Source: an optimization exercise on an open RTL-to-GDS flow (aim: small area). Production flows keep margins and buffers that such runs may drop.
The RTL was checked by simulation tests, not by an equivalence proof against the original design.
The clock input has no modelled driver; a real chip could not lean on it and would need a root buffer or a full tree.
No activity file was given, so power comes from the tool's default toggle rates.

Setup of north:
==> flow/design.v (excerpt) <==
module digital_clock(
    output [7:0] seg_out,
    output [3:0] seg_digit,
    input clk,
    input reset
    );
	reg [2:0]  pre;      
	reg [2:0]  sev;      
	reg [10:0] tim;      
	reg [1:0]  sel;      
	reg [3:0]  min01;
	reg [2:0]  min10;
	reg [3:0]  hour01;
	reg [1:0]  hour10;
	wire tend = ~tim[10] & tim[9] & tim[8] & (tim[6:0] == 7'd0);
	wire mtick = tend & pre[1] & pre[0];           
	wire stick = pre[2] & pre[1] & sev[1] & sev[0];   
	wire c1 = min01[3] & min01[1];
	wire c2 = min10[2] & min10[1];
	wire c3 = hour01[3] & hour01[1];
	always @(posedge clk, negedge reset) begin
		if (!reset) begin
			pre <= 3'b000;
			sev <= 3'b000;
			tim <= 11'b00110000000;
			sel <= 0;
			min01 <= 0;
			min10 <= 0;
			hour01 <= 0;
			hour10 <= 0;
		end else begin
			pre <= {pre[1:0], ~pre[0] | pre[2]};
			sev <= {sev[1:0], ~(sev[2] ^ sev[1])};
			tim <= {tim[9:0], ~(tim[10] ^ tim[8]) ^ tend};
			sel <= {sel[1] ^ (sel[0] & stick), sel[0] ^ stick};
			min01[0] <= min01[0] ^ mtick;
			min01[1] <= (min01[1] & ~min01[3]) ^ (mtick & min01[0]);
			min01[2] <= min01[2] ^ (mtick & min01[0] & min01[1]);
			min01[3] <= (min01[3] & ~min01[1]) | (mtick & min01[0] & min01[1] & min01[2]);
			min10[0] <= min10[0] ^ c1;
			min10[1] <= (min10[1] & ~min10[2]) ^ (c1 & min10[0]);
			min10[2] <= (min10[2] & ~min10[1]) | (c1 & min10[0] & min10[1]);
			hour01[0] <= hour01[0] ^ c2;
			hour01[1] <= (hour01[1] & ~hour01[3]) ^ (c2 & hour01[0]);
			hour01[2] <= (hour01[2] & ~hour10[1]) ^ (c2 & hour01[0] & hour01[1]);
			hour01[3] <= (hour01[3] & ~hour01[1]) | (c2 & hour01[0] & hour01[1] & hour01[2]);
			hour10[0] <= hour10[0] ^ c3;
			hour10[1] <= (hour10[1] & ~hour01[2]) | (hour10[0] & c3);
		end
	end
	wire [1:0] dsel = {sel[1] ^ (sel[0] & stick), sel[0] ^ stick};
	assign seg_digit = ~(4'b0001 << dsel);
	wire [3:0] x;
	assign x[3] = ~sel[0] & (sel[1] ? hour01[3] : min01[3]);
	assign x[2] = sel[1] ? (~sel[0] & hour01[2]) : (sel[0] ? min10[2] : min01[2]);
	assign x[1] = sel[1] ? (sel[0] ? hour10[1] : hour01[1]) : (sel[0] ? min10[1] : min01[1]);
  ...
Size: ~100 cells after synthesis, about 32 flip-flops, about 14 I/O pins, about 0.0013 sq mm of cells after synthesis.
==> flow/config.mk <==
export PLATFORM = sky130hd
export DESIGN_NAME = digital_clock
export DESIGN_NICKNAME = digital_clock
export VERILOG_FILES = /design/flow/design.v
export SDC_FILE = /design/flow/constraint.sdc
export NUM_CORES = 4
export LEC_CHECK = 0
export CAP_MARGIN = 20
export CORE_MARGIN = 2
export CORE_UTILIZATION = 70
export PLACE_DENSITY = 0.75
export SLEW_MARGIN = 20
==> flow/constraint.sdc <==
create_clock -name core_clock -period 5.0 [get_ports {clk}]
set_input_delay 1.0000 -clock core_clock [delete_from_list [all_inputs] [get_ports {clk}]]
set_output_delay 1.0000 -clock core_clock [all_outputs]
set_load 0.01 [all_outputs]
standard.sh (not shown) runs the stock make flow with config.mk's settings and CLKGATE_MAP_FILE= SYNTH_SCRIPT=/design/flow/synth_recipe.tcl, a recipe that flattens the netlist after the stock synthesis.
==> flow/flow/run.sh <==
#!/bin/bash
# Own layout flow: the standard flow, except
#  - synthesis maps the logic with an area-oriented ABC script and no adder
#    cells (registers are checked to match the standard synthesis),
#  - ports are buffered with the smallest buffer,
#  - clock tree synthesis uses small clock buffers and no dummy loads.
set -euo pipefail
W=$(pwd)
F=$W/flow
R=$W/orfs/results/$FLOW_PLATFORM/digital_clock/base

# 1. the standard synthesis, for its register names
bash standard.sh synth > std_synth.log 2>&1
cp $R/1_2_yosys.v std_netlist.v

# 2. our synthesis
export OWN_ABC_SCRIPT=$F/abc_area.script
make -C $FLOW_HOME DESIGN_CONFIG=$FLOW_CONFIG WORK_HOME=$W/orfs_own CLKGATE_MAP_FILE= \
  SYNTH_SCRIPT=$F/own_synth.tcl ADDER_MAP_FILE= synth > own_synth.log 2>&1
cp $W/orfs_own/results/$FLOW_PLATFORM/digital_clock/base/1_2_yosys.v own_netlist.v
if python3 $F/regs.py std_netlist.v own_netlist.v > regs.log 2>&1; then
  cp own_netlist.v $R/1_2_yosys.v
  touch $R/1_2_yosys.v
else
  echo "registers differ; keeping the standard netlist" >> regs.log
fi

# 3. the rest of the standard flow
export BUFFER_PORTS_ARGS="-buffer_cell sky130_fd_sc_hd__buf_1"
CTS_DEFAULT="-sink_clustering_enable -repair_clock_nets -dont_use_dummy_load -buf_list {sky130_fd_sc_hd__clkbuf_2 sky130_fd_sc_hd__clkbuf_4 sky130_fd_sc_hd__clkbuf_8}"
export CTS_ARGS="${OWN_CTS_ARGS:-$CTS_DEFAULT}"
export OWN_CLK_BUF=${OWN_CLK_BUF:-sky130_fd_sc_hd__clkbuf_16}
export OWN_CLK_NBUF=${OWN_CLK_NBUF:-1}
export POST_CTS_TCL=$F/post_cts.tcl
bash standard.sh finish > finish.log 2>&1
==> flow/flow/post_cts.tcl <==
# POST_CTS_TCL hook: replace the clock tree that CTS built (a root buffer and
# four leaf buffers) with OWN_CLK_NBUF clock buffers of type OWN_CLK_BUF, each
# driven by the clock port and driving one group of registers (k-means on the
# register locations), placed at its group's centre; then re-legalise.
set block [ord::get_db_block]
set db [ord::get_db]
set clk_net [$block findNet clk]
set nbuf $::env(OWN_CLK_NBUF)
set tree {}
foreach inst [$block getInsts] {
  if { [string match "clkbuf_*" [$inst getName]] } {
    lappend tree $inst
  }
}
# register clock pins and their locations
set pins {}
foreach inst [$block getInsts] {
  if { ![[$inst getMaster] isSequential] } { continue }
  set it [$inst findITerm CLK]
  if { $it == "NULL" } { continue }
  set loc [$inst getLocation]
  lappend pins [list $it [lindex $loc 0] [lindex $loc 1]]
}
# k-means, seeded from the pins sorted by x
set sorted [lsort -integer -index 1 $pins]
set np [llength $sorted]
set cx {}
set cy {}
for { set k 0 } { $k < $nbuf } { incr k } {
  set p [lindex $sorted [expr { int(($k + 0.5) * $np / $nbuf) }]]
  lappend cx [lindex $p 1]
  lappend cy [lindex $p 2]
}
for { set iter 0 } { $iter < 20 } { incr iter } {
  set sx [lrepeat $nbuf 0.0]
  set sy [lrepeat $nbuf 0.0]
  set sn [lrepeat $nbuf 0]
  set assign {}
  foreach p $sorted {
    set best 0
    set bd 1e30
    for { set k 0 } { $k < $nbuf } { incr k } {
      set dx [expr { [lindex $p 1] - [lindex $cx $k] }]
      set dy [expr { [lindex $p 2] - [lindex $cy $k] }]
      set d [expr { abs($dx) + abs($dy) }]
      if { $d < $bd } { set bd $d; set best $k }
    }
    lappend assign $best
    lset sx $best [expr { [lindex $sx $best] + [lindex $p 1] }]
    lset sy $best [expr { [lindex $sy $best] + [lindex $p 2] }]
    lset sn $best [expr { [lindex $sn $best] + 1 }]
  }
  for { set k 0 } { $k < $nbuf } { incr k } {
    if { [lindex $sn $k] > 0 } {
      lset cx $k [expr { [lindex $sx $k] / [lindex $sn $k] }]
      lset cy $k [expr { [lindex $sy $k] / [lindex $sn $k] }]
    }
  }
}
# remove the CTS tree
foreach inst $tree {
  foreach it [$inst getITerms] {
    set net [$it getNet]
    if { $net != "NULL" && [$net getName] != "clk" } {
      $it disconnect
      if { [llength [$net getITerms]] == 0 && [llength [$net getBTerms]] == 0 } {
        odb::dbNet_destroy $net
      }
    }
  }
  odb::dbInst_destroy $inst
}
# new buffers
set buf_master [$db findMaster $::env(OWN_CLK_BUF)]
set nets {}
for { set k 0 } { $k < $nbuf } { incr k } {
  set net [odb::dbNet_create $block "clknet_own_$k"]
  $net setSigType CLOCK
  set buf [odb::dbInst_create $block $buf_master "clkbuf_own_$k"]
  [$buf findITerm A] connect $clk_net
  [$buf findITerm X] connect $net
  $buf setLocation [expr { int([lindex $cx $k]) }] [expr { int([lindex $cy $k]) }]
  $buf setPlacementStatus PLACED
  lappend nets $net
}
foreach p $sorted k $assign {
  set it [lindex $p 0]
  $it disconnect
  $it connect [lindex $nets $k]
}
puts "post_cts: [llength $tree] tree buffers replaced by $nbuf $::env(OWN_CLK_BUF) driving $np clock pins"
detailed_placement
check_placement -verbose
estimate_parasitics -placement
Other scripts of this flow, unchanged in this note and not shown: flow/flow/abc_area.script, flow/flow/own_synth.tcl, flow/flow/regs.py
north finished every step from synthesis to the final layout, and the layout passed the timing, design-rule and antenna checks.
What south does differently from north at the input level:
- changing CORE_UTILIZATION from 70 to 40
- removing PLACE_DENSITY (formerly 0.75)
--- a/flow/flow/run.sh
+++ b/flow/flow/run.sh
@@ -31,4 +31,4 @@
 export CTS_ARGS="${OWN_CTS_ARGS:-$CTS_DEFAULT}"
-export OWN_CLK_BUF=${OWN_CLK_BUF:-sky130_fd_sc_hd__clkbuf_16}
-export OWN_CLK_NBUF=${OWN_CLK_NBUF:-1}
+export OWN_CLK_BUF=${OWN_CLK_BUF:-sky130_fd_sc_hd__clkbuf_8}
+export OWN_CLK_NBUF=${OWN_CLK_NBUF:-2}
 export POST_CTS_TCL=$F/post_cts.tcl
## What came out
Share of cells above drive strength 1 (south over north): increase, 0.79 points. Looking at average vias per placed instance across north and south, the one that comes out higher is north. Routed wire length deteriorates in south relative to north. Compared to north, south has final area about 2% higher. | worst IR drop on VDD | south vs north | about 50% lower |. met2 as the most crowded layer after global routing was reported by south, and met1 by north. south: final cell count is 22 higher than what north reported. Of north and south, the lower share of the core filled with cells in the final layout belongs to south. Between north and south, via count decreased. Starting DRC count in detailed routing up 13 in south wrt north. The final-layout worst hold slack was comparable across north and south. Comparing north and south, synthesis-to-finish area growth is lower on north.
No run of this note takes its clock network from TritonCTS; it comes from the design's own scripts or RTL.

port drivers added, routing unchanged:
In the flow no input, the clock included, has a driving cell. The finished layouts below were timed again as built, in two steps. Step 1, drivers: a clkbuf_16 drives clk and a buf_2 each remaining input, both assumed. Step 2 moves the port delays by t, midway between the first and last clock arrival at a register: inputs arrive t later, outputs are due t later. That takes back most of the time a late clock gives input paths. Slacks: ideal / step 1 / step 2; pairs: ideal / step 1.
run	t, ns	setup slack, ns	cell pins on the clock port's net
north	0.190	2.138 / 2.110 / 2.300	1
south	0.179	2.118 / 2.086 / 2.266	2
After both steps setup and hold are still met in every run listed.
